This is an optimization exercise on Yosys and OpenROAD, whose aim is small area, not a production implementation. Where RTL was checked, it was by simulation tests only, not by an equivalence proof against the original. The RTL of run 1 was laid out without a check of its function.

==> flow/design.v, too long to show whole: its modules and the start of the top module <==
// module CC: 1086 lines
// module cc_fa: 6 lines
// module cc_bth: 5 lines
// module cc_s3: 5 lines
// module cc_ha: 6 lines
module CC(
    clk,
    rst_n,
    in_valid,
    mode,
    xi,
    yi,
    out_valid,
    xo,
    yo
);
  // ...
==> flow/flow/run.sh <==
#!/bin/bash
# Own layout flow: the standard synthesis and layout, with port buffers of the smallest buffer.
set -euo pipefail
bash standard.sh synth > synth.log 2>&1
bash standard.sh "BUFFER_PORTS_ARGS=-buffer_cell sky130_fd_sc_hd__buf_1" finish > finish.log 2>&1
==> flow/standard.sh <==
#!/bin/bash
# synth_recipe.tcl (not shown) runs the flow's synth.tcl, then flattens the netlist and writes it again
# the make line also repeats each setting of config.mk as NAME=value (left out here)
make -C /OpenROAD-flow-scripts/flow DESIGN_CONFIG=/design/flow/config.mk WORK_HOME=/design/flow/orfs CLKGATE_MAP_FILE= SYNTH_SCRIPT=/design/flow/synth_recipe.tcl "${@:-finish}"
==> flow/config.mk <==
export PLATFORM = sky130hd
export DESIGN_NAME = CC
export DESIGN_NICKNAME = CC
export VERILOG_FILES = /design/flow/design.v
export SDC_FILE = /design/flow/constraint.sdc
export NUM_CORES = 8
export LEC_CHECK = 0
export CAP_MARGIN = 20
export CORE_MARGIN = 2
export CORE_UTILIZATION = 65
export CTS_BUF_LIST = sky130_fd_sc_hd__clkbuf_8
export SLEW_MARGIN = 20
export SYNTH_HIERARCHICAL = 1
export SYNTH_MINIMUM_KEEP_SIZE = 0
==> flow/constraint.sdc <==
create_clock -name core_clock -period 100.0 [get_ports {clk}]
set_input_delay 20.0000 -clock core_clock [delete_from_list [all_inputs] [get_ports {clk}]]
set_output_delay 20.0000 -clock core_clock [all_outputs]
set_load 0.01 [all_outputs]
==> run_results.csv, run 1 <==
group,metric,value,unit
logic_synthesis,syn_avg_cell_area,10.1,sq um
grt,use_met3,11.4,%
sta,drv_slew,0,
sta,period_share,44.8,%
run,max_cap_violations,0,
cts,path_clk_slew,0.11,ns
floorplan,die_area,0.0263,sq mm
floorplan,start_util,66.6,%
floorplan,die_x,162,um
cts,cts_buffers,9,
floorplan,io_pins,38,
logic_synthesis,synth-edff-count,68,
sta,fin_setup_tns,0,ns
cts,cts_max_path_buffers,2,
layout,multi_input_area,0.0130,sq mm
route,avgRoutedWirePerCell,27.3,um
logic_synthesis,synth-seq-cells,104,
layout,buffer_area_share,2.36,%
worst_hold_path,min_from,"cnt[0]$_DFFE_PN0P_",
layout,dominant_cells,"multi-input gates",
grt,antenna_found_initial,0,
run_status,status,"no timing/DRC/antenna violations",
layout,clkCellAreaFrac,1.26,%
sta,skew,0.0148,ns
worst_setup_path,crit_type,"primary input to flop",
layout,seq_share,16.4,%
worst_setup_path,r2r_setup_slack,74.68,ns
placement,dpl.cell_count,1922,
cts,hold_buffers,0,
worst_setup_path,rr_worst_depth,75,
logic_synthesis,synth-simple-area-share,16.2,%
route,ant_nets,0,
logic_synthesis,synth_warnings,7,
grt,overflow,0,
route,highest_layer,"met4",
logic_synthesis,synth_xor_area_share,3.92,%
==> inputs of run 2 (changes only) <==
--- a/flow/design.v
+++ b/flow/design.v
@@ -147,17 +147,18 @@
 wire n1140, n1141, n1142, n1143, n1144, n1145, n1146, n1147, n1148, n1149, n1150, n1151;
 wire n1152, n1153, n1154, n1155, n1156, n1157, n1158, n1159, n1160, n1161, n1162, n1163;
 wire n1164, n1165, n1166, n1167, n1168, n1169, n1170, n1171, n1172, n1173, n1174, n1175;
 wire n1176, n1177, n1178, n1179, n1180, n1181, n1182, n1183, n1184, n1185, n1186, n1187;
 wire n1188, n1189, n1190, n1191, n1192, n1193, n1194, n1195, n1196, n1197, n1198, n1199;
 wire n1200, n1201, n1202, n1203, n1204, n1205, n1206, n1207, n1208, n1209, n1210, n1211;
 wire n1212, n1213, n1214, n1215, n1216, n1217, n1218, n1219, n1220, n1221, n1222, n1223;
 wire n1224, n1225, n1226, n1227, n1228, n1229, n1230, n1231, n1232, n1233, n1234, n1235;
-wire n1236, n1237, n1238, n1239, n1240, n1241, n1242, n1243, n1244;
+wire n1236, n1237, n1238, n1239, n1240, n1241, n1242, n1243, n1244, n1245, n1246, n1247;
+wire n1248, n1249;
 assign n0 = t1 ? RX1[0] : ((in3 & ~m1) ? ~RX0[0] : xi[0]);
 assign n1 = t1 ? RX1[1] : ((in3 & ~m1) ? ~RX0[1] : xi[1]);
 assign n2 = t1 ? RX1[2] : ((in3 & ~m1) ? ~RX0[2] : xi[2]);
 assign n3 = t1 ? RX1[3] : ((in3 & ~m1) ? ~RX0[3] : xi[3]);
 assign n4 = t1 ? RX1[4] : ((in3 & ~m1) ? ~RX0[4] : xi[4]);
 assign n5 = t1 ? RX1[5] : ((in3 & ~m1) ? ~RX0[5] : xi[5]);
 assign n6 = t1 ? RX1[6] : ((in3 & ~m1) ? ~RX0[6] : xi[6]);
 assign n7 = t1 ? RX1[7] : ((in3 & ~m1) ? ~RX0[7] : xi[7]);
@@ -792,264 +793,277 @@
 cc_s3 u_n860 (.a(n725), .b(n724), .c(n757), .s1(n849), .s2(n850), .s3(n851), .y(n860));
 cc_s3 u_n861 (.a(n726), .b(n725), .c(n759), .s1(n849), .s2(n850), .s3(n851), .y(n861));
 cc_s3 u_n862 (.a(n727), .b(n726), .c(n761), .s1(n849), .s2(n850), .s3(n851), .y(n862));
 cc_s3 u_n863 (.a(n728), .b(n727), .c(n763), .s1(n849), .s2(n850), .s3(n851), .y(n863));
 cc_s3 u_n864 (.a(n729), .b(n728), .c(n765), .s1(n849), .s2(n850), .s3(n851), .y(n864));
 cc_s3 u_n865 (.a(n730), .b(n729), .c(n767), .s1(n849), .s2(n850), .s3(n851), .y(n865));
 cc_s3 u_n866 (.a(n730), .b(n730), .c(n769), .s1(n849), .s2(n850), .s3(n851), .y(n866));
 cc_s3 u_n867 (.a(n730), .b(n730), .c(n772), .s1(n849), .s2(n850), .s3(n851), .y(n867));
-assign n868 = ~(n717 & n741);
-assign n869 = ~(n718 & n741);
-assign n870 = ~(n719 & n741);
-assign n871 = ~(n720 & n741);
-assign n872 = ~(n721 & n741);
-assign n873 = ~(n722 & n741);
-assign n874 = ~(n723 & n741);
-assign n875 = ~(n724 & n741);
-assign n876 = ~(n725 & n741);
-assign n877 = ~(n726 & n741);
-assign n878 = ~(n727 & n741);
-assign n879 = ~(n728 & n741);
-assign n880 = ~(n729 & n741);
-assign n881 = n730 & n741;
-assign n882 = n717 & n742;
-assign n883 = n718 & n742;
-assign n884 = n719 & n742;
-assign n885 = n720 & n742;
-assign n886 = n721 & n742;
-assign n887 = n722 & n742;
-assign n888 = n723 & n742;
-assign n889 = n724 & n742;
-assign n890 = n725 & n742;
-assign n891 = n726 & n742;
-assign n892 = n727 & n742;
-assign n893 = n728 & n742;
-assign n894 = n729 & n742;
-assign n895 = ~(n730 & n742);
-cc_fa u_n896 (.a(n787), .b(n804), .c(n821), .s(n896), .co(n897));
-cc_fa u_n898 (.a(n788), .b(n805), .c(n822), .s(n898), .co(n899));
-cc_fa u_n900 (.a(n789), .b(n806), .c(n823), .s(n900), .co(n901));
-cc_fa u_n902 (.a(n790), .b(n807), .c(n824), .s(n902), .co(n903));
-cc_fa u_n904 (.a(n808), .b(n825), .c(n842), .s(n904), .co(n905));
-cc_fa u_n906 (.a(n809), .b(n826), .c(n843), .s(n906), .co(n907));
-assign n908 = ~n874;
-assign n909 = ~n860;
-cc_ha u_n910 (.a(n909), .b(n908), .s(n910), .co(n911));
-cc_fa u_n912 (.a(n827), .b(n844), .c(n861), .s(n912), .co(n913));
-cc_ha u_n914 (.a(n828), .b(n845), .s(n914), .co(n915));
+assign n868 = n741 & ~n742;
+assign n869 = n741 & n742;
+assign n870 = ~n741 & n742;
+assign n871 = ~n717;
+assign n872 = ~n718;
+assign n873 = ~n719;
+assign n874 = ~n720;
+assign n875 = ~n721;
+assign n876 = ~n722;
+assign n877 = ~n723;
+assign n878 = ~n724;
+assign n879 = ~n725;
+assign n880 = ~n726;
+assign n881 = ~n727;
+assign n882 = ~n728;
+assign n883 = ~n729;
+assign n884 = ~n730;
+assign n885 = ~n730;
+assign n886 = ~n730;
+assign n887 = ~((n717 & n868) | (n871 & n869) | n870);
+cc_s3 u_n888 (.a(n718), .b(n872), .c(n871), .s1(n868), .s2(n869), .s3(n870), .y(n888));
+cc_s3 u_n889 (.a(n719), .b(n873), .c(n872), .s1(n868), .s2(n869), .s3(n870), .y(n889));
+cc_s3 u_n890 (.a(n720), .b(n874), .c(n873), .s1(n868), .s2(n869), .s3(n870), .y(n890));
+cc_s3 u_n891 (.a(n721), .b(n875), .c(n874), .s1(n868), .s2(n869), .s3(n870), .y(n891));
+cc_s3 u_n892 (.a(n722), .b(n876), .c(n875), .s1(n868), .s2(n869), .s3(n870), .y(n892));
+cc_s3 u_n893 (.a(n723), .b(n877), .c(n876), .s1(n868), .s2(n869), .s3(n870), .y(n893));
+cc_s3 u_n894 (.a(n724), .b(n878), .c(n877), .s1(n868), .s2(n869), .s3(n870), .y(n894));
+cc_s3 u_n895 (.a(n725), .b(n879), .c(n878), .s1(n868), .s2(n869), .s3(n870), .y(n895));
+cc_s3 u_n896 (.a(n726), .b(n880), .c(n879), .s1(n868), .s2(n869), .s3(n870), .y(n896));
+cc_s3 u_n897 (.a(n727), .b(n881), .c(n880), .s1(n868), .s2(n869), .s3(n870), .y(n897));
+cc_s3 u_n898 (.a(n728), .b(n882), .c(n881), .s1(n868), .s2(n869), .s3(n870), .y(n898));
+cc_s3 u_n899 (.a(n729), .b(n883), .c(n882), .s1(n868), .s2(n869), .s3(n870), .y(n899));
+cc_s3 u_n900 (.a(n730), .b(n884), .c(n883), .s1(n868), .s2(n869), .s3(n870), .y(n900));
+cc_s3 u_n901 (.a(n730), .b(n885), .c(n884), .s1(n868), .s2(n869), .s3(n870), .y(n901));
+cc_ha u_n902 (.a(n786), .b(n803), .s(n902), .co(n903));
+assign n904 = ~(n902 | n903);
+cc_ha u_n905 (.a(n787), .b(n804), .s(n905), .co(n906));
+assign n907 = ~(n905 | n906);
+cc_ha u_n908 (.a(n788), .b(n805), .s(n908), .co(n909));
+assign n910 = ~(n908 | n909);
+cc_ha u_n911 (.a(n789), .b(n806), .s(n911), .co(n912));
+assign n913 = ~(n911 | n912);
+cc_ha u_n914 (.a(n790), .b(n807), .s(n914), .co(n915));
 assign n916 = ~(n914 | n915);
-cc_ha u_n917 (.a(n784), .b(n801), .s(n917), .co(n918));
-assign n919 = ~(n917 | n918);
-cc_fa u_n920 (.a(n785), .b(n802), .c(n819), .s(n920), .co(n921));
-cc_fa u_n922 (.a(n786), .b(n803), .c(n820), .s(n922), .co(n923));
-cc_ha u_n924 (.a(n837), .b(n854), .s(n924), .co(n925));
-assign n926 = ~(n924 | n925);
-cc_fa u_n927 (.a(n838), .b(n855), .c(n896), .s(n927), .co(n928));
-assign n929 = n869 ^ n882;
-assign n930 = ~n869 | ~n882;
-cc_fa u_n931 (.a(n839), .b(n856), .c(n898), .s(n931), .co(n932));
-cc_fa u_n933 (.a(n897), .b(n870), .c(n883), .s(n933), .co(n934));
-cc_fa u_n935 (.a(n840), .b(n857), .c(n900), .s(n935), .co(n936));
-cc_fa u_n937 (.a(n899), .b(n871), .c(n884), .s(n937), .co(n938));
-cc_fa u_n939 (.a(n841), .b(n858), .c(n902), .s(n939), .co(n940));
-cc_fa u_n941 (.a(n901), .b(n872), .c(n885), .s(n941), .co(n942));
-cc_fa u_n943 (.a(n859), .b(n904), .c(n791), .s(n943), .co(n944));
-cc_fa u_n945 (.a(n903), .b(n873), .c(n886), .s(n945), .co(n946));
-cc_fa u_n947 (.a(n906), .b(n905), .c(n887), .s(n947), .co(n948));
-assign n949 = n910 ^ n791;
-assign n950 = n910 | n791;
-cc_fa u_n951 (.a(n912), .b(n907), .c(n875), .s(n951), .co(n952));
-assign n953 = ~n888;
-cc_fa u_n954 (.a(n810), .b(n911), .c(n953), .s(n954), .co(n955));
-cc_fa u_n956 (.a(n862), .b(n913), .c(n876), .s(n956), .co(n957));
-assign n958 = n914 ^ n889;
-assign n959 = n914 | ~n889;
-cc_fa u_n960 (.a(n846), .b(n863), .c(n877), .s(n960), .co(n961));
-assign n962 = ~n890;
-cc_fa u_n963 (.a(n829), .b(n916), .c(n962), .s(n963), .co(n964));
-cc_fa u_n965 (.a(n847), .b(n864), .c(n878), .s(n965), .co(n966));
-cc_fa u_n967 (.a(n865), .b(n879), .c(n892), .s(n967), .co(n968));
-assign n969 = ~n880;
-assign n970 = ~n866;
-cc_ha u_n971 (.a(n970), .b(n969), .s(n971), .co(n972));
-cc_ha u_n973 (.a(n782), .b(n799), .s(n973), .co(n974));
-assign n975 = ~(n973 | n974);
-cc_fa u_n976 (.a(n783), .b(n800), .c(n817), .s(n976), .co(n977));
-cc_fa u_n978 (.a(n818), .b(n835), .c(n852), .s(n978), .co(n979));
-cc_fa u_n980 (.a(n836), .b(n853), .c(n920), .s(n980), .co(n981));
-cc_fa u_n982 (.a(n922), .b(n921), .c(n868), .s(n982), .co(n983));
-cc_fa u_n984 (.a(n927), .b(n923), .c(n929), .s(n984), .co(n985));
-cc_fa u_n986 (.a(n931), .b(n933), .c(n928), .s(n986), .co(n987));
-cc_fa u_n988 (.a(n935), .b(n937), .c(n932), .s(n988), .co(n989));
-cc_fa u_n990 (.a(n939), .b(n941), .c(n936), .s(n990), .co(n991));
-cc_fa u_n992 (.a(n943), .b(n945), .c(n940), .s(n992), .co(n993));
-cc_fa u_n994 (.a(n947), .b(n944), .c(n946), .s(n994), .co(n995));
-assign n996 = ~n950;
-cc_fa u_n997 (.a(n951), .b(n948), .c(n996), .s(n997), .co(n998));
+cc_fa u_n917 (.a(n808), .b(n825), .c(n842), .s(n917), .co(n918));
+cc_ha u_n919 (.a(n809), .b(n826), .s(n919), .co(n920));
+assign n921 = ~(n919 | n920);
+cc_ha u_n922 (.a(n784), .b(n801), .s(n922), .co(n923));
+assign n924 = ~(n922 | n923);
+cc_fa u_n925 (.a(n785), .b(n802), .c(n819), .s(n925), .co(n926));
+cc_fa u_n927 (.a(n820), .b(n837), .c(n854), .s(n927), .co(n928));
+cc_ha u_n929 (.a(n742), .b(n902), .s(n929), .co(n930));
+cc_fa u_n931 (.a(n821), .b(n838), .c(n855), .s(n931), .co(n932));
+assign n933 = ~n888;
+cc_fa u_n934 (.a(n933), .b(n905), .c(n904), .s(n934), .co(n935));
+cc_fa u_n936 (.a(n822), .b(n839), .c(n856), .s(n936), .co(n937));
+assign n938 = ~n889;
+cc_fa u_n939 (.a(n938), .b(n908), .c(n907), .s(n939), .co(n940));
+cc_fa u_n941 (.a(n823), .b(n840), .c(n857), .s(n941), .co(n942));
+assign n943 = ~n890;
+cc_fa u_n944 (.a(n943), .b(n911), .c(n910), .s(n944), .co(n945));
+cc_fa u_n946 (.a(n824), .b(n841), .c(n858), .s(n946), .co(n947));
+assign n948 = ~n891;
+cc_fa u_n949 (.a(n948), .b(n914), .c(n913), .s(n949), .co(n950));
+cc_fa u_n951 (.a(n859), .b(n892), .c(n917), .s(n951), .co(n952));
+assign n953 = n791 ^ n916;
+assign n954 = n791 | n916;
+cc_fa u_n955 (.a(n843), .b(n860), .c(n893), .s(n955), .co(n956));
+assign n957 = n919 ^ n918;
+assign n958 = n919 | ~n918;
+cc_fa u_n959 (.a(n827), .b(n844), .c(n861), .s(n959), .co(n960));
+assign n961 = ~n894;
+cc_fa u_n962 (.a(n810), .b(n961), .c(n921), .s(n962), .co(n963));
+cc_fa u_n964 (.a(n828), .b(n845), .c(n862), .s(n964), .co(n965));
+cc_fa u_n966 (.a(n846), .b(n863), .c(n896), .s(n966), .co(n967));
+cc_ha u_n968 (.a(n847), .b(n864), .s(n968), .co(n969));
+assign n970 = ~(n968 | n969);
+cc_ha u_n971 (.a(n782), .b(n799), .s(n971), .co(n972));
+assign n973 = ~(n971 | n972);
+cc_fa u_n974 (.a(n783), .b(n800), .c(n817), .s(n974), .co(n975));
+cc_fa u_n976 (.a(n818), .b(n835), .c(n852), .s(n976), .co(n977));
+cc_fa u_n978 (.a(n836), .b(n853), .c(n925), .s(n978), .co(n979));
+cc_fa u_n980 (.a(n887), .b(n927), .c(n926), .s(n980), .co(n981));
+assign n982 = ~n934;
+cc_fa u_n983 (.a(n931), .b(n982), .c(n928), .s(n983), .co(n984));
+assign n985 = ~n939;
+cc_fa u_n986 (.a(n936), .b(n985), .c(n932), .s(n986), .co(n987));
+assign n988 = ~n944;
+cc_fa u_n989 (.a(n941), .b(n988), .c(n937), .s(n989), .co(n990));
+assign n991 = ~n949;
+cc_fa u_n992 (.a(n946), .b(n991), .c(n942), .s(n992), .co(n993));
+cc_fa u_n994 (.a(n951), .b(n947), .c(n953), .s(n994), .co(n995));
+assign n996 = ~n957;
+cc_fa u_n997 (.a(n955), .b(n952), .c(n996), .s(n997), .co(n998));
 assign n999 = ~n958;
-cc_fa u_n1000 (.a(n956), .b(n952), .c(n999), .s(n1000), .co(n1001));
-assign n1002 = ~n959;
-cc_fa u_n1003 (.a(n960), .b(n957), .c(n1002), .s(n1003), .co(n1004));
-assign n1005 = ~n891;
-cc_fa u_n1006 (.a(n965), .b(n961), .c(n1005), .s(n1006), .co(n1007));
-cc_fa u_n1008 (.a(n967), .b(n966), .c(n891), .s(n1008), .co(n1009));
-assign n1010 = n893 ^ n968;
-assign n1011 = ~n893 | ~n968;
-cc_fa u_n1012 (.a(n867), .b(n881), .c(n894), .s(n1012), .co(n1013));
-cc_ha u_n1014 (.a(n780), .b(n797), .s(n1014), .co(n1015));
-assign n1016 = ~(n1014 | n1015);
-cc_fa u_n1017 (.a(n781), .b(n798), .c(n815), .s(n1017), .co(n1018));
-assign n1019 = ~n973;
-cc_fa u_n1020 (.a(n816), .b(n833), .c(n1019), .s(n1020), .co(n1021));
-assign n1022 = ~n975;
-cc_fa u_n1023 (.a(n834), .b(n976), .c(n1022), .s(n1023), .co(n1024));
-assign n1025 = ~n917;
-cc_fa u_n1026 (.a(n1025), .b(n978), .c(n977), .s(n1026), .co(n1027));
-assign n1028 = ~n919;
-cc_fa u_n1029 (.a(n980), .b(n979), .c(n1028), .s(n1029), .co(n1030));
-assign n1031 = ~n924;
-cc_fa u_n1032 (.a(n1031), .b(n982), .c(n981), .s(n1032), .co(n1033));
-assign n1034 = ~n926;
-cc_fa u_n1035 (.a(n984), .b(n983), .c(n1034), .s(n1035), .co(n1036));
-assign n1037 = ~n930;
-cc_fa u_n1038 (.a(n986), .b(n985), .c(n1037), .s(n1038), .co(n1039));
-cc_fa u_n1040 (.a(n934), .b(n988), .c(n987), .s(n1040), .co(n1041));
-cc_fa u_n1042 (.a(n938), .b(n990), .c(n989), .s(n1042), .co(n1043));
-cc_fa u_n1044 (.a(n942), .b(n992), .c(n991), .s(n1044), .co(n1045));
-cc_fa u_n1046 (.a(n994), .b(n993), .c(n949), .s(n1046), .co(n1047));
-assign n1048 = ~n954;
-cc_fa u_n1049 (.a(n1048), .b(n997), .c(n995), .s(n1049), .co(n1050));
-assign n1051 = ~n955;
-cc_fa u_n1052 (.a(n1051), .b(n1000), .c(n998), .s(n1052), .co(n1053));
-assign n1054 = ~n963;
-cc_fa u_n1055 (.a(n1054), .b(n1003), .c(n1001), .s(n1055), .co(n1056));
-assign n1057 = ~n964;
-cc_fa u_n1058 (.a(n1057), .b(n1006), .c(n1004), .s(n1058), .co(n1059));
-assign n1060 = ~n848;
-cc_fa u_n1061 (.a(n1060), .b(n1008), .c(n1007), .s(n1061), .co(n1062));
-assign n1063 = ~n971;
-cc_fa u_n1064 (.a(n1063), .b(n1010), .c(n1009), .s(n1064), .co(n1065));
-assign n1066 = ~n1012;
-cc_fa u_n1067 (.a(n972), .b(n1066), .c(n1011), .s(n1067), .co(n1068));
-cc_fa u_n1069 (.a(n867), .b(n1013), .c(n895), .s(n1069), .co(n1070));
-cc_ha u_n1071 (.a(n778), .b(n795), .s(n1071), .co(n1072));
-assign n1073 = ~(n1071 | n1072);
-assign n1074 = ~n1073;
-cc_fa u_n1075 (.a(n779), .b(n796), .c(n1074), .s(n1075), .co(n1076));
-assign n1077 = ~n1014;
-cc_fa u_n1078 (.a(n814), .b(n1077), .c(n1076), .s(n1078), .co(n1079));
-assign n1080 = ~n1016;
-cc_fa u_n1081 (.a(n1017), .b(n1080), .c(n1079), .s(n1081), .co(n1082));
-cc_fa u_n1083 (.a(n1020), .b(n1018), .c(n1082), .s(n1083), .co(n1084));
-cc_fa u_n1085 (.a(n1023), .b(n1021), .c(n1084), .s(n1085), .co(n1086));
-cc_fa u_n1087 (.a(n1026), .b(n1024), .c(n1086), .s(n1087), .co(n1088));
-cc_fa u_n1089 (.a(n1029), .b(n1027), .c(n1088), .s(n1089), .co(n1090));
-cc_fa u_n1091 (.a(n1032), .b(n1030), .c(n1090), .s(n1091), .co(n1092));
-cc_fa u_n1093 (.a(n1035), .b(n1033), .c(n1092), .s(n1093), .co(n1094));
-cc_fa u_n1095 (.a(n1038), .b(n1036), .c(n1094), .s(n1095), .co(n1096));
-cc_fa u_n1097 (.a(n1040), .b(n1039), .c(n1096), .s(n1097), .co(n1098));
-cc_fa u_n1099 (.a(n1042), .b(n1041), .c(n1098), .s(n1099), .co(n1100));
-cc_fa u_n1101 (.a(n1044), .b(n1043), .c(n1100), .s(n1101), .co(n1102));
-cc_fa u_n1103 (.a(n1046), .b(n1045), .c(n1102), .s(n1103), .co(n1104));
-cc_fa u_n1105 (.a(n1049), .b(n1047), .c(n1104), .s(n1105), .co(n1106));
-cc_fa u_n1107 (.a(n1052), .b(n1050), .c(n1106), .s(n1107), .co(n1108));
-cc_fa u_n1109 (.a(n1055), .b(n1053), .c(n1108), .s(n1109), .co(n1110));
-cc_fa u_n1111 (.a(n1058), .b(n1056), .c(n1110), .s(n1111), .co(n1112));
-cc_fa u_n1113 (.a(n1061), .b(n1059), .c(n1112), .s(n1113), .co(n1114));
-cc_fa u_n1115 (.a(n1064), .b(n1062), .c(n1114), .s(n1115), .co(n1116));
-assign n1117 = ~n1067;
-cc_fa u_n1118 (.a(n1117), .b(n1065), .c(n1116), .s(n1118), .co(n1119));
-assign n1120 = n1069 ^ n1068;
-assign n1121 = n1120 ^ n1119;
-assign n1122 = m2 & QB[16];
-assign n1123 = m1 ? X[0] : n1122;
-assign n1124 = m1 ? X[1] : n1122;
-assign n1125 = m1 ? X[2] : n1122;
-assign n1126 = m1 ? X[3] : n1122;
-assign n1127 = m1 ? X[4] : n1122;
-assign n1128 = n776 ^ QB[0];
-assign n1129 = ~n776 | ~QB[0];
-assign n1130 = ~n1129;
-cc_fa u_n1131 (.a(n777), .b(QB[1]), .c(n1130), .s(n1131), .co(n1132));
-assign n1133 = ~n1071;
-cc_fa u_n1134 (.a(n1133), .b(QB[2]), .c(n1132), .s(n1134), .co(n1135));
-cc_fa u_n1136 (.a(n1075), .b(QB[3]), .c(n1135), .s(n1136), .co(n1137));
-cc_fa u_n1138 (.a(n1078), .b(QB[4]), .c(n1137), .s(n1138), .co(n1139));
-cc_fa u_n1140 (.a(n1081), .b(QB[5]), .c(n1139), .s(n1140), .co(n1141));
-cc_fa u_n1142 (.a(n1083), .b(QB[6]), .c(n1141), .s(n1142), .co(n1143));
-cc_fa u_n1144 (.a(n1085), .b(QB[7]), .c(n1143), .s(n1144), .co(n1145));
-cc_fa u_n1146 (.a(n1087), .b(QB[8]), .c(n1145), .s(n1146), .co(n1147));
-cc_fa u_n1148 (.a(n1089), .b(QB[9]), .c(n1147), .s(n1148), .co(n1149));
-cc_fa u_n1150 (.a(n1091), .b(QB[10]), .c(n1149), .s(n1150), .co(n1151));
-cc_fa u_n1152 (.a(n1093), .b(QB[11]), .c(n1151), .s(n1152), .co(n1153));
-cc_fa u_n1154 (.a(n1095), .b(QB[12]), .c(n1153), .s(n1154), .co(n1155));
-cc_fa u_n1156 (.a(n1097), .b(QB[13]), .c(n1155), .s(n1156), .co(n1157));
-cc_fa u_n1158 (.a(n1099), .b(QB[14]), .c(n1157), .s(n1158), .co(n1159));
-cc_fa u_n1160 (.a(n1101), .b(QB[15]), .c(n1159), .s(n1160), .co(n1161));
-cc_fa u_n1162 (.a(n1103), .b(QB[16]), .c(n1161), .s(n1162), .co(n1163));
-cc_fa u_n1164 (.a(n1105), .b(n1123), .c(n1163), .s(n1164), .co(n1165));
-cc_fa u_n1166 (.a(n1107), .b(n1124), .c(n1165), .s(n1166), .co(n1167));
-cc_fa u_n1168 (.a(n1109), .b(n1125), .c(n1167), .s(n1168), .co(n1169));
-cc_fa u_n1170 (.a(n1111), .b(n1126), .c(n1169), .s(n1170), .co(n1171));
-cc_fa u_n1172 (.a(n1113), .b(n1127), .c(n1171), .s(n1172), .co(n1173));
-cc_fa u_n1174 (.a(n1115), .b(n1122), .c(n1173), .s(n1174), .co(n1175));
-cc_fa u_n1176 (.a(n1118), .b(n1122), .c(n1175), .s(n1176), .co(n1177));
-assign n1178 = n1121 ^ n1122;
-assign n1179 = n1178 ^ n1177;
-assign n1180 = ~(~n1128 | ~n1131 | ~n1134 | ~n1136 | ~n1138 | ~n1140 | ~n1142 | ~n1144 | ~n1146 | ~n1148 | ~n1150 | ~n1152 | ~n1154 | ~n1156 | ~n1158 | ~n1160 | ~n1162 | ~n1164 | ~n1166 | ~n1168 | ~n1170 | ~n1172 | ~n1174 | ~n1176 | n1179);
-assign n1181 = ~n1180 & ~n1179;
-assign n1182 = n1131 ^ n1179;
-assign n1183 = n1134 ^ n1179;
-assign n1184 = n1136 ^ n1179;
-assign n1185 = n1138 ^ n1179;
-assign n1186 = n1140 ^ n1179;
-assign n1187 = n1142 ^ n1179;
-assign n1188 = n1144 ^ n1179;
-assign n1189 = n1146 ^ n1179;
-assign n1190 = n1148 ^ n1179;
-assign n1191 = n1150 ^ n1179;
-assign n1192 = n1152 ^ n1179;
-assign n1193 = n1154 ^ n1179;
-assign n1194 = n1156 ^ n1179;
-assign n1195 = n1158 ^ n1179;
-assign n1196 = n1160 ^ n1179;
-assign n1197 = n1162 ^ n1179;
-assign n1198 = n1179 & n1128;
-assign n1199 = ~n1182;
-cc_ha u_n1200 (.a(n1199), .b(n1198), .s(n1200), .co(n1201));
-assign n1202 = ~n1183;
-cc_ha u_n1203 (.a(n1202), .b(n1201), .s(n1203), .co(n1204));
-assign n1205 = ~n1184;
-cc_ha u_n1206 (.a(n1205), .b(n1204), .s(n1206), .co(n1207));
-assign n1208 = ~n1185;
-cc_ha u_n1209 (.a(n1208), .b(n1207), .s(n1209), .co(n1210));
-assign n1211 = ~n1186;
-cc_ha u_n1212 (.a(n1211), .b(n1210), .s(n1212), .co(n1213));
-assign n1214 = ~n1187;
-cc_ha u_n1215 (.a(n1214), .b(n1213), .s(n1215), .co(n1216));
-assign n1217 = ~n1188;
-cc_ha u_n1218 (.a(n1217), .b(n1216), .s(n1218), .co(n1219));
-assign n1220 = ~n1189;
-cc_ha u_n1221 (.a(n1220), .b(n1219), .s(n1221), .co(n1222));
-assign n1223 = ~n1190;
-cc_ha u_n1224 (.a(n1223), .b(n1222), .s(n1224), .co(n1225));
-assign n1226 = ~n1191;
-cc_ha u_n1227 (.a(n1226), .b(n1225), .s(n1227), .co(n1228));
-assign n1229 = ~n1192;
-cc_ha u_n1230 (.a(n1229), .b(n1228), .s(n1230), .co(n1231));
-assign n1232 = ~n1193;
-cc_ha u_n1233 (.a(n1232), .b(n1231), .s(n1233), .co(n1234));
-assign n1235 = ~n1194;
-cc_ha u_n1236 (.a(n1235), .b(n1234), .s(n1236), .co(n1237));
-assign n1238 = ~n1195;
-cc_ha u_n1239 (.a(n1238), .b(n1237), .s(n1239), .co(n1240));
-assign n1241 = ~n1196;
-cc_ha u_n1242 (.a(n1241), .b(n1240), .s(n1242), .co(n1243));
-assign n1244 = n1197 ^ n1243;
+cc_fa u_n1000 (.a(n959), .b(n956), .c(n999), .s(n1000), .co(n1001));
+assign n1002 = ~n895;
+cc_fa u_n1003 (.a(n964), .b(n1002), .c(n960), .s(n1003), .co(n1004));
+cc_fa u_n1005 (.a(n966), .b(n965), .c(n895), .s(n1005), .co(n1006));
+assign n1007 = n897 ^ n967;
+assign n1008 = ~n897 | ~n967;
+assign n1009 = ~n970;
+cc_fa u_n1010 (.a(n865), .b(n898), .c(n1009), .s(n1010), .co(n1011));
+cc_ha u_n1012 (.a(n866), .b(n899), .s(n1012), .co(n1013));
+assign n1014 = ~(n1012 | n1013);
+cc_ha u_n1015 (.a(n780), .b(n797), .s(n1015), .co(n1016));
+assign n1017 = ~(n1015 | n1016);
+cc_fa u_n1018 (.a(n781), .b(n798), .c(n815), .s(n1018), .co(n1019));
+assign n1020 = ~n971;
+cc_fa u_n1021 (.a(n816), .b(n833), .c(n1020), .s(n1021), .co(n1022));
+assign n1023 = ~n973;
+cc_fa u_n1024 (.a(n834), .b(n974), .c(n1023), .s(n1024), .co(n1025));
+assign n1026 = ~n922;
+cc_fa u_n1027 (.a(n1026), .b(n976), .c(n975), .s(n1027), .co(n1028));
+assign n1029 = ~n924;
+cc_fa u_n1030 (.a(n978), .b(n977), .c(n1029), .s(n1030), .co(n1031));
+assign n1032 = ~n929;
+cc_fa u_n1033 (.a(n1032), .b(n980), .c(n979), .s(n1033), .co(n1034));
+assign n1035 = ~n930;
+cc_fa u_n1036 (.a(n1035), .b(n983), .c(n981), .s(n1036), .co(n1037));
+assign n1038 = ~n935;
+cc_fa u_n1039 (.a(n1038), .b(n986), .c(n984), .s(n1039), .co(n1040));
+assign n1041 = ~n940;
+cc_fa u_n1042 (.a(n1041), .b(n989), .c(n987), .s(n1042), .co(n1043));
+assign n1044 = ~n945;
+cc_fa u_n1045 (.a(n1044), .b(n992), .c(n990), .s(n1045), .co(n1046));
+assign n1047 = ~n950;
+cc_fa u_n1048 (.a(n1047), .b(n994), .c(n993), .s(n1048), .co(n1049));
+assign n1050 = ~n954;
+cc_fa u_n1051 (.a(n997), .b(n995), .c(n1050), .s(n1051), .co(n1052));
+assign n1053 = ~n962;
+cc_fa u_n1054 (.a(n1053), .b(n1000), .c(n998), .s(n1054), .co(n1055));
+assign n1056 = ~n963;
+cc_fa u_n1057 (.a(n1056), .b(n1003), .c(n1001), .s(n1057), .co(n1058));
+assign n1059 = ~n829;
+cc_fa u_n1060 (.a(n1059), .b(n1005), .c(n1004), .s(n1060), .co(n1061));
+assign n1062 = ~n968;
+cc_fa u_n1063 (.a(n1062), .b(n1007), .c(n1006), .s(n1063), .co(n1064));
+assign n1065 = ~n1010;
+cc_fa u_n1066 (.a(n848), .b(n1065), .c(n1008), .s(n1066), .co(n1067));
+assign n1068 = n1012 ^ n1011;
+assign n1069 = n1012 | ~n1011;
+assign n1070 = ~n900;
+cc_fa u_n1071 (.a(n867), .b(n1070), .c(n1014), .s(n1071), .co(n1072));
+cc_ha u_n1073 (.a(n778), .b(n795), .s(n1073), .co(n1074));
+assign n1075 = ~(n1073 | n1074);
+assign n1076 = ~n1075;
+cc_fa u_n1077 (.a(n779), .b(n796), .c(n1076), .s(n1077), .co(n1078));
+assign n1079 = ~n1015;
+cc_fa u_n1080 (.a(n814), .b(n1079), .c(n1078), .s(n1080), .co(n1081));
+assign n1082 = ~n1017;
+cc_fa u_n1083 (.a(n1018), .b(n1082), .c(n1081), .s(n1083), .co(n1084));
+cc_fa u_n1085 (.a(n1021), .b(n1019), .c(n1084), .s(n1085), .co(n1086));
+cc_fa u_n1087 (.a(n1024), .b(n1022), .c(n1086), .s(n1087), .co(n1088));
+cc_fa u_n1089 (.a(n1027), .b(n1025), .c(n1088), .s(n1089), .co(n1090));
+cc_fa u_n1091 (.a(n1030), .b(n1028), .c(n1090), .s(n1091), .co(n1092));
+cc_fa u_n1093 (.a(n1033), .b(n1031), .c(n1092), .s(n1093), .co(n1094));
+cc_fa u_n1095 (.a(n1036), .b(n1034), .c(n1094), .s(n1095), .co(n1096));
+cc_fa u_n1097 (.a(n1039), .b(n1037), .c(n1096), .s(n1097), .co(n1098));
+cc_fa u_n1099 (.a(n1042), .b(n1040), .c(n1098), .s(n1099), .co(n1100));
+cc_fa u_n1101 (.a(n1045), .b(n1043), .c(n1100), .s(n1101), .co(n1102));
+cc_fa u_n1103 (.a(n1048), .b(n1046), .c(n1102), .s(n1103), .co(n1104));
+cc_fa u_n1105 (.a(n1051), .b(n1049), .c(n1104), .s(n1105), .co(n1106));
+cc_fa u_n1107 (.a(n1054), .b(n1052), .c(n1106), .s(n1107), .co(n1108));
+cc_fa u_n1109 (.a(n1057), .b(n1055), .c(n1108), .s(n1109), .co(n1110));
+cc_fa u_n1111 (.a(n1060), .b(n1058), .c(n1110), .s(n1111), .co(n1112));
+cc_fa u_n1113 (.a(n1063), .b(n1061), .c(n1112), .s(n1113), .co(n1114));
+assign n1115 = ~n1066;
+cc_fa u_n1116 (.a(n1115), .b(n1064), .c(n1114), .s(n1116), .co(n1117));
+assign n1118 = ~n1117;
+cc_fa u_n1119 (.a(n1068), .b(n1067), .c(n1118), .s(n1119), .co(n1120));
+cc_fa u_n1121 (.a(n1071), .b(n1069), .c(n1120), .s(n1121), .co(n1122));
+assign n1123 = n901 ^ n1072;
+assign n1124 = n1123 ^ n1122;
+assign n1125 = m2 & QB[16];
+assign n1126 = m1 ? X[0] : n1125;
+assign n1127 = m1 ? X[1] : n1125;
+assign n1128 = m1 ? X[2] : n1125;
+assign n1129 = m1 ? X[3] : n1125;
+assign n1130 = m1 ? X[4] : n1125;
+assign n1131 = n776 ^ QB[0];
+assign n1132 = ~n776 | ~QB[0];
+assign n1133 = ~n1132;
+cc_fa u_n1134 (.a(n777), .b(QB[1]), .c(n1133), .s(n1134), .co(n1135));
+assign n1136 = ~n1073;
+cc_fa u_n1137 (.a(n1136), .b(QB[2]), .c(n1135), .s(n1137), .co(n1138));
+cc_fa u_n1139 (.a(n1077), .b(QB[3]), .c(n1138), .s(n1139), .co(n1140));
+cc_fa u_n1141 (.a(n1080), .b(QB[4]), .c(n1140), .s(n1141), .co(n1142));
+cc_fa u_n1143 (.a(n1083), .b(QB[5]), .c(n1142), .s(n1143), .co(n1144));
+cc_fa u_n1145 (.a(n1085), .b(QB[6]), .c(n1144), .s(n1145), .co(n1146));
+cc_fa u_n1147 (.a(n1087), .b(QB[7]), .c(n1146), .s(n1147), .co(n1148));
+cc_fa u_n1149 (.a(n1089), .b(QB[8]), .c(n1148), .s(n1149), .co(n1150));
+cc_fa u_n1151 (.a(n1091), .b(QB[9]), .c(n1150), .s(n1151), .co(n1152));
+cc_fa u_n1153 (.a(n1093), .b(QB[10]), .c(n1152), .s(n1153), .co(n1154));
+cc_fa u_n1155 (.a(n1095), .b(QB[11]), .c(n1154), .s(n1155), .co(n1156));
+cc_fa u_n1157 (.a(n1097), .b(QB[12]), .c(n1156), .s(n1157), .co(n1158));
+cc_fa u_n1159 (.a(n1099), .b(QB[13]), .c(n1158), .s(n1159), .co(n1160));
+cc_fa u_n1161 (.a(n1101), .b(QB[14]), .c(n1160), .s(n1161), .co(n1162));
+cc_fa u_n1163 (.a(n1103), .b(QB[15]), .c(n1162), .s(n1163), .co(n1164));
+cc_fa u_n1165 (.a(n1105), .b(QB[16]), .c(n1164), .s(n1165), .co(n1166));
+cc_fa u_n1167 (.a(n1107), .b(n1126), .c(n1166), .s(n1167), .co(n1168));
+cc_fa u_n1169 (.a(n1109), .b(n1127), .c(n1168), .s(n1169), .co(n1170));
+cc_fa u_n1171 (.a(n1111), .b(n1128), .c(n1170), .s(n1171), .co(n1172));
+cc_fa u_n1173 (.a(n1113), .b(n1129), .c(n1172), .s(n1173), .co(n1174));
+cc_fa u_n1175 (.a(n1116), .b(n1130), .c(n1174), .s(n1175), .co(n1176));
+assign n1177 = ~n1119;
+cc_fa u_n1178 (.a(n1177), .b(n1125), .c(n1176), .s(n1178), .co(n1179));
+assign n1180 = ~n1121;
+cc_fa u_n1181 (.a(n1180), .b(n1125), .c(n1179), .s(n1181), .co(n1182));
+assign n1183 = n1124 ^ n1125;
+assign n1184 = n1183 ^ n1182;
+assign n1185 = ~(~n1131 | ~n1134 | ~n1137 | ~n1139 | ~n1141 | ~n1143 | ~n1145 | ~n1147 | ~n1149 | ~n1151 | ~n1153 | ~n1155 | ~n1157 | ~n1159 | ~n1161 | ~n1163 | ~n1165 | ~n1167 | ~n1169 | ~n1171 | ~n1173 | ~n1175 | ~n1178 | ~n1181 | n1184);
+assign n1186 = ~n1185 & ~n1184;
+assign n1187 = n1134 ^ n1184;
+assign n1188 = n1137 ^ n1184;
+assign n1189 = n1139 ^ n1184;
+assign n1190 = n1141 ^ n1184;
+assign n1191 = n1143 ^ n1184;
+assign n1192 = n1145 ^ n1184;
+assign n1193 = n1147 ^ n1184;
+assign n1194 = n1149 ^ n1184;
+assign n1195 = n1151 ^ n1184;
+assign n1196 = n1153 ^ n1184;
+assign n1197 = n1155 ^ n1184;
+assign n1198 = n1157 ^ n1184;
+assign n1199 = n1159 ^ n1184;
+assign n1200 = n1161 ^ n1184;
+assign n1201 = n1163 ^ n1184;
+assign n1202 = n1165 ^ n1184;
+assign n1203 = n1184 & n1131;
+assign n1204 = ~n1187;
+cc_ha u_n1205 (.a(n1204), .b(n1203), .s(n1205), .co(n1206));
+assign n1207 = ~n1188;
+cc_ha u_n1208 (.a(n1207), .b(n1206), .s(n1208), .co(n1209));
+assign n1210 = ~n1189;
+cc_ha u_n1211 (.a(n1210), .b(n1209), .s(n1211), .co(n1212));
+assign n1213 = ~n1190;
+cc_ha u_n1214 (.a(n1213), .b(n1212), .s(n1214), .co(n1215));
+assign n1216 = ~n1191;
+cc_ha u_n1217 (.a(n1216), .b(n1215), .s(n1217), .co(n1218));
+assign n1219 = ~n1192;
+cc_ha u_n1220 (.a(n1219), .b(n1218), .s(n1220), .co(n1221));
+assign n1222 = ~n1193;
+cc_ha u_n1223 (.a(n1222), .b(n1221), .s(n1223), .co(n1224));
+assign n1225 = ~n1194;
+cc_ha u_n1226 (.a(n1225), .b(n1224), .s(n1226), .co(n1227));
+assign n1228 = ~n1195;
+cc_ha u_n1229 (.a(n1228), .b(n1227), .s(n1229), .co(n1230));
+assign n1231 = ~n1196;
+cc_ha u_n1232 (.a(n1231), .b(n1230), .s(n1232), .co(n1233));
+assign n1234 = ~n1197;
+cc_ha u_n1235 (.a(n1234), .b(n1233), .s(n1235), .co(n1236));
+assign n1237 = ~n1198;
+cc_ha u_n1238 (.a(n1237), .b(n1236), .s(n1238), .co(n1239));
+assign n1240 = ~n1199;
+cc_ha u_n1241 (.a(n1240), .b(n1239), .s(n1241), .co(n1242));
+assign n1243 = ~n1200;
+cc_ha u_n1244 (.a(n1243), .b(n1242), .s(n1244), .co(n1245));
+assign n1246 = ~n1201;
+cc_ha u_n1247 (.a(n1246), .b(n1245), .s(n1247), .co(n1248));
+assign n1249 = n1202 ^ n1248;
 always @(posedge clk) begin
     if (in0) begin
         RX0 <= ~xi;
         RY0 <= yi;
     end
     else if (t1 & m0)
         RX0 <= {n78, n75, n72, n69, n66, n63, n60, n57};
     if (in1) begin
@@ -1063,29 +1077,29 @@
     else begin
         RY1 <= {n278, n277, n276, n275, n274, n273, n272, n271};
         RX1 <= {n346, n345, n344, n343, n342, n341, n340, n339};
     end
     if (in1 & m1)      QA[12:0] <= {n713, n711, n709, n707, n705, n703, n701, n699, n697, n695, n693, n691, n689};
     else if (in3 & m0) QA[12:0] <= {{~n224, ~n223, ~n222, ~n221, ~n220}, {n219, n218, n217, n216, n215, n214, n213, n212}};
     if (in3 & m0)      QA[16:13] <= {{~n40}, {~n227, ~n226, ~n225}};
     if (t1 & m0)       QB <= {{~n40}, {~n227, ~n226, ~n225, ~n224, ~n223, ~n222, ~n221, ~n220}, {n219, n218, n217, n216, n215, n214, n213, n212}};
-    else if ((in2 & m1) | (in3 & m2)) QB <= {~n1103, ~n1101, ~n1099, ~n1097, ~n1095, ~n1093, ~n1091, ~n1089, ~n1087, ~n1085, ~n1083, ~n1081, ~n1078, ~n1075, n1071, ~n777, ~n776};
+    else if ((in2 & m1) | (in3 & m2)) QB <= {~n1105, ~n1103, ~n1101, ~n1099, ~n1097, ~n1095, ~n1093, ~n1091, ~n1089, ~n1087, ~n1085, ~n1083, ~n1080, ~n1077, n1073, ~n777, ~n776};
     if (in2)       RL <= xi;
     else if (step) RL <= {n295, n292, n290, n288, n286, n284, n282, n280};
     if (in3)       RR <= xi;
     else if (step) RR <= {n363, n360, n358, n356, n354, n352, n350, n348};
-    if (in2 & m1)       X <= {n1121, ~n1118, ~n1115, ~n1113, ~n1111, ~n1109, ~n1107, ~n1105};
+    if (in2 & m1)       X <= {n1124, n1121, n1119, ~n1116, ~n1113, ~n1111, ~n1109, ~n1107};
     else if (t1 & m0)   X <= RL;
-    else if (t1)        X <= {~n1244, n1242, n1239, n1236, n1233, n1230, n1227, n1224} & {8{m2}};
+    else if (t1)        X <= {~n1249, n1247, n1244, n1241, n1238, n1235, n1232, n1229} & {8{m2}};
     else if (step)      X <= {n295, n292, n290, n288, n286, n284, n282, n280};
     else                X <= {n376, n374, n372, n370, n368, n366, n364, ~X[0]};
     if (in2)            Y <= yi;
-    else if (in3 & m1)  Y <= {6'd0, {n1180}, {n1181}};
-    else if (t1 & m2)   Y <= {n1221, n1218, n1215, n1212, n1209, n1206, n1203, n1200};
+    else if (in3 & m1)  Y <= {6'd0, {n1185}, {n1186}};
+    else if (t1 & m2)   Y <= {n1226, n1223, n1220, n1217, n1214, n1211, n1208, n1205};
     else                Y <= {n391, n389, n387, n385, n383, n381, n379, n377};
 end
 endmodule
 module cc_fa(a, b, c, s, co);
 input a, b, c;
 output s, co;
 assign s  = a ^ b ^ c;
 assign co = (a & b) | (a & c) | (b & c);
==> flow/config.mk (replaced) <==
export PLATFORM = sky130hd
export DESIGN_NAME = CC
export DESIGN_NICKNAME = CC
export VERILOG_FILES = /design/flow/design.v
export SDC_FILE = /design/flow/constraint.sdc
export NUM_CORES = 8
export LEC_CHECK = 0
export CAP_MARGIN = 20
export CORE_MARGIN = 2
export CORE_UTILIZATION = 50
export CTS_BUF_LIST = sky130_fd_sc_hd__clkbuf_16
export SLEW_MARGIN = 20
export SYNTH_HIERARCHICAL = 1
export SYNTH_MINIMUM_KEEP_SIZE = 0
==> run 2 against run 1 <==
  * Global-route usage shrank 9.0 points
  * Non-clock buffer count grew 1
  * Flip-flop and latch count is the same
  * Worst setup slack lost 0.34 ns
  * Via count shrank 2.0%
  * Maximum frequency shrank 0.76%
  * Die area grew 29%
  * First-iteration DRC count grew 4.4%
  * Critical path depth grew 3
  * Hold slack lost 0.018 ns
  * Final area grew 1.3%
  * Sequential share of layout area shrank 0.21 points
==> run_results.csv, run 2 <==
group,metric,value,unit
worst_setup_path,cp_common_cell,"fa_1",
floorplan,std_cell_rows,66,
floorplan,core_area,0.0323,sq mm
run_status,status,"no timing/DRC/antenna violations",
worst_setup_path,start_kind,"primary input",
route,drt_wl_total,53900,um
grt,overflow,0,
layout,final_nets,1983,
worst_setup_path,r2r_setup_slack,74.28,ns
worst_setup_path,worstPathMaxFanout,42,
floorplan,die_h,184,um
cts,cts_buffers,9,
sta,fin_setup_tns,0,ns
sta,drv_slew,0,
layout,layout.cells.most_common,"fa_1",
logic_synthesis,yosysSeqAreaShare,17.1,%
sta,tightest_slew,1.04,ns
floorplan,die_area,0.0340,sq mm
cts,clkSinkCount,104,
worst_setup_path,crit_type,"primary input to flop",
placement,dpl.cell_count,2034,
logic_synthesis,synth-seq-cells,104,
worst_setup_path,crit_path_max_incr_delay,0.85,ns
logic_synthesis,synthTopCellsByArea,"fa_1, edfxtp_1, ha_1",
logic_synthesis,syn_avg_cell_area,10.1,sq um
placement,pre_cts_slack,54.64,ns
sta,hold_viol,0,
cts,cts_setup_buffers,0,
cts,postCtsResizedCells,0,
cts,worst_skew_pair.late_latency,0.37,ns
route,drc,0,
placement,place_hpwl,41800,um
sta,skew,0.0103,ns
logic_synthesis,syn_nets,1982,
layout,layout_common_cells,"fa_1, nand2_1, nor2_1, a222oi_1, a21oi_1",
sta,fin_hold_ws,0.531,ns
sta,setup_viol,0,
layout,syn_to_final_growth,5.81,%
grt,grt.total_usage,32.7,%
logic_synthesis,synth_top_area_share,35.0,%
cts,cts_max_path_buffers,2,
worst_setup_path,cp.required,100.22,ns
logic_synthesis,synthFlopType,"edfxtp_1",
route,num_vias,13300,
route,ant_nets,0,
cts,cts_root_buffer,"clkbuf_16",
floorplan,die_x,184,um
worst_setup_path,end_kind,"flop",
logic_synthesis,yosys.area.top_type,"fa_1",
logic_synthesis,async_flop_share,3.85,%
route,dr.pass1.iters,14,
worst_hold_path,hold_path_class,"flop to flop",
route,viasPerCell,6.47,
run,max_cap_violations,0,
logic_synthesis,netlist_area,0.0163,sq mm
placement,port-buffer-count,37,
grt,grt_pass1_wl,82000,um
layout,diodes,0,
sta,worst_slack,54.84,ns
layout,finalNonFillerCells,2051,
worst_setup_path,worstPathArrival,45.38,ns
logic_synthesis,synth_warnings,7,
logic_synthesis,synth-edff-count,68,
floorplan,start_util,50.3,%
layout,drive_gt1_share,5.84,%
worst_setup_path,cp_slowest_cell,"inv_1",
layout,largestRegisters,"QA (17), QB (17)",
route,initialDrtViolationCount,2343,
sta,timing.final.crit_period,45.16,ns
grt,grt_pass1_vias,13100,
placement,gp_congestion,0.927,
logic_synthesis,synthTopCellsByCount,"fa_1, nand2_1, nor2_1",
sta,period_share,45.2,%
route,avgRoutedWirePerCell,26.3,um
cts,hold_buffers,0,
logic_synthesis,synthCells,1603,
logic_synthesis,ys_types,70,
sta,fmax,0.0221,GHz
floorplan,io_pins,38,
sta,relSlewSlack,30.3,%
logic_synthesis,synth_most_common_cell,"fa_1",
cts,path_clk_slew,0.08,ns
cts,htree_levels,3,
grt,grt_max_degree,47,
cts,cts_tree,"done",
sta,rsz0062_at_grt,"false",
grt,antenna_found_initial,0,
[run 2: worst paths after layout]
check	startpoint	end	cells past startpoint
min reg2reg	cnt[0]$_DFFE_PN0P_	cnt[0]$_DFFE_PN0P_	1
max reg2reg	cnt[0]$_DFFE_PN0P_	X[7]$_DFF_P_	78
min in group asynchronous	rst_n	cnt[1]$_DFFE_PN0P_	1
max in group asynchronous	rst_n	t1$_DFF_PN0_	1
min	cnt[0]$_DFFE_PN0P_	cnt[0]$_DFFE_PN0P_	1
max	in_valid	X[7]$_DFF_P_	78
[run 2: layout make-up]
| class | instances | area, sq um |
|---|---|---|
| Multi-Input combinational cell | 1339 | 12900 |
| Clock inverter | 6 | 58.8 |
| Tap cell | 442 | 553 |
| Fill cell | 2922 | 15100 |
| Timing Repair Buffer | 72 | 402 |
| Clock buffer | 10 | 250 |
| Sequential cell | 104 | 2780 |
| Inverter | 78 | 293 |
[run 2: logic make-up (layout without fill, tap and decap cells)]
group,after synthesis,after routing,share of synthesized area (%)
xor gates and xnor gates,75,75,4.39
and+or+nand+nor,489,489,14.3
AOI/OAI and AO/OA,349,349,15.3
DFF,104,104,17.1
buffers and inverters,160,166,3.87
adders and majority gates,358,358,40.7
muxes,68,68,4.31
[run 2: layer usage]
| metal | wire [um] | vias to the layer above | part of all wire, % | GRT usage, % |
|---|---|---|---|---|
| met4 | 2120 | 0 | 3.9 | 12.0 |
| met1 | 23000 | 6638 | 43 | 47.1 |
| met3 | 4820 | 131 | 8.9 | 4.96 |
| li1 | - | 5697 | - | - |
| met5 | 0 | - | 0 | 0 |
| met2 | 24000 | 812 | 44 | 50.2 |
[run 2: per-stage QoR]
| step | cell area [sq um] | utilization, % |
|---|---|---|
| after floorplan | 16300 | - |
| after global placement | 16900 | 52.3 |
| after detailed placement | 16900 | 52.3 |
| after CTS | 17200 | 53.2 |
| after global routing | 17200 | 53.3 |
| final | 17200 | 53.3 |
[run 2: per-module statistics from Yosys (local to each module, per instance)]
module,cells,area (sq um),flip-flops and latches
cc_ha,1,12.5,0
cc_fa,1,20.0,0
CC,1170,8930,104
cc_s3,1,10.0,0
[run 2: critical path, delay by kind of cell]
kind,cells,cell delay [ns]
compound gates,8,1.85
buf+inv,7,2.13
fa+ha+maj,53,19.36
xor+xnor,4,0.55
simple gates,6,1.45

-- what the ideal ports hide --
The flow's constraints put no driver on any port. The routed layouts listed below were extracted and timed again, unchanged, in two steps. Step 1: set_driving_cell puts a clkbuf_16 on clk and a buf_2 on each other input, an assumption about the parent block. Step 2 also shifts input and output timing later by t, the mid clock arrival at the registers, as if the neighbouring blocks saw the same clock. Slacks: no drivers / after step 1 / after step 2; pairs: no drivers / after step 1.
run	shift t [ns]	setup slack, ns	worst hold slack (ns)	worst slew at a driven data input, ns	cell pins on the clock port's net
run 1	0.450	55.179 / 55.196 / 54.746	0.549 / 0.549 / 0.549	0.04	1
run 2	0.408	54.837 / 54.859 / 54.450	0.531 / 0.531 / 0.531	0.04	1
After both steps setup and hold are still met in every run listed. For run 1, which loses most, drivers alone change the setup slack by +0.017 ns; drivers and shift together by -0.433 ns.
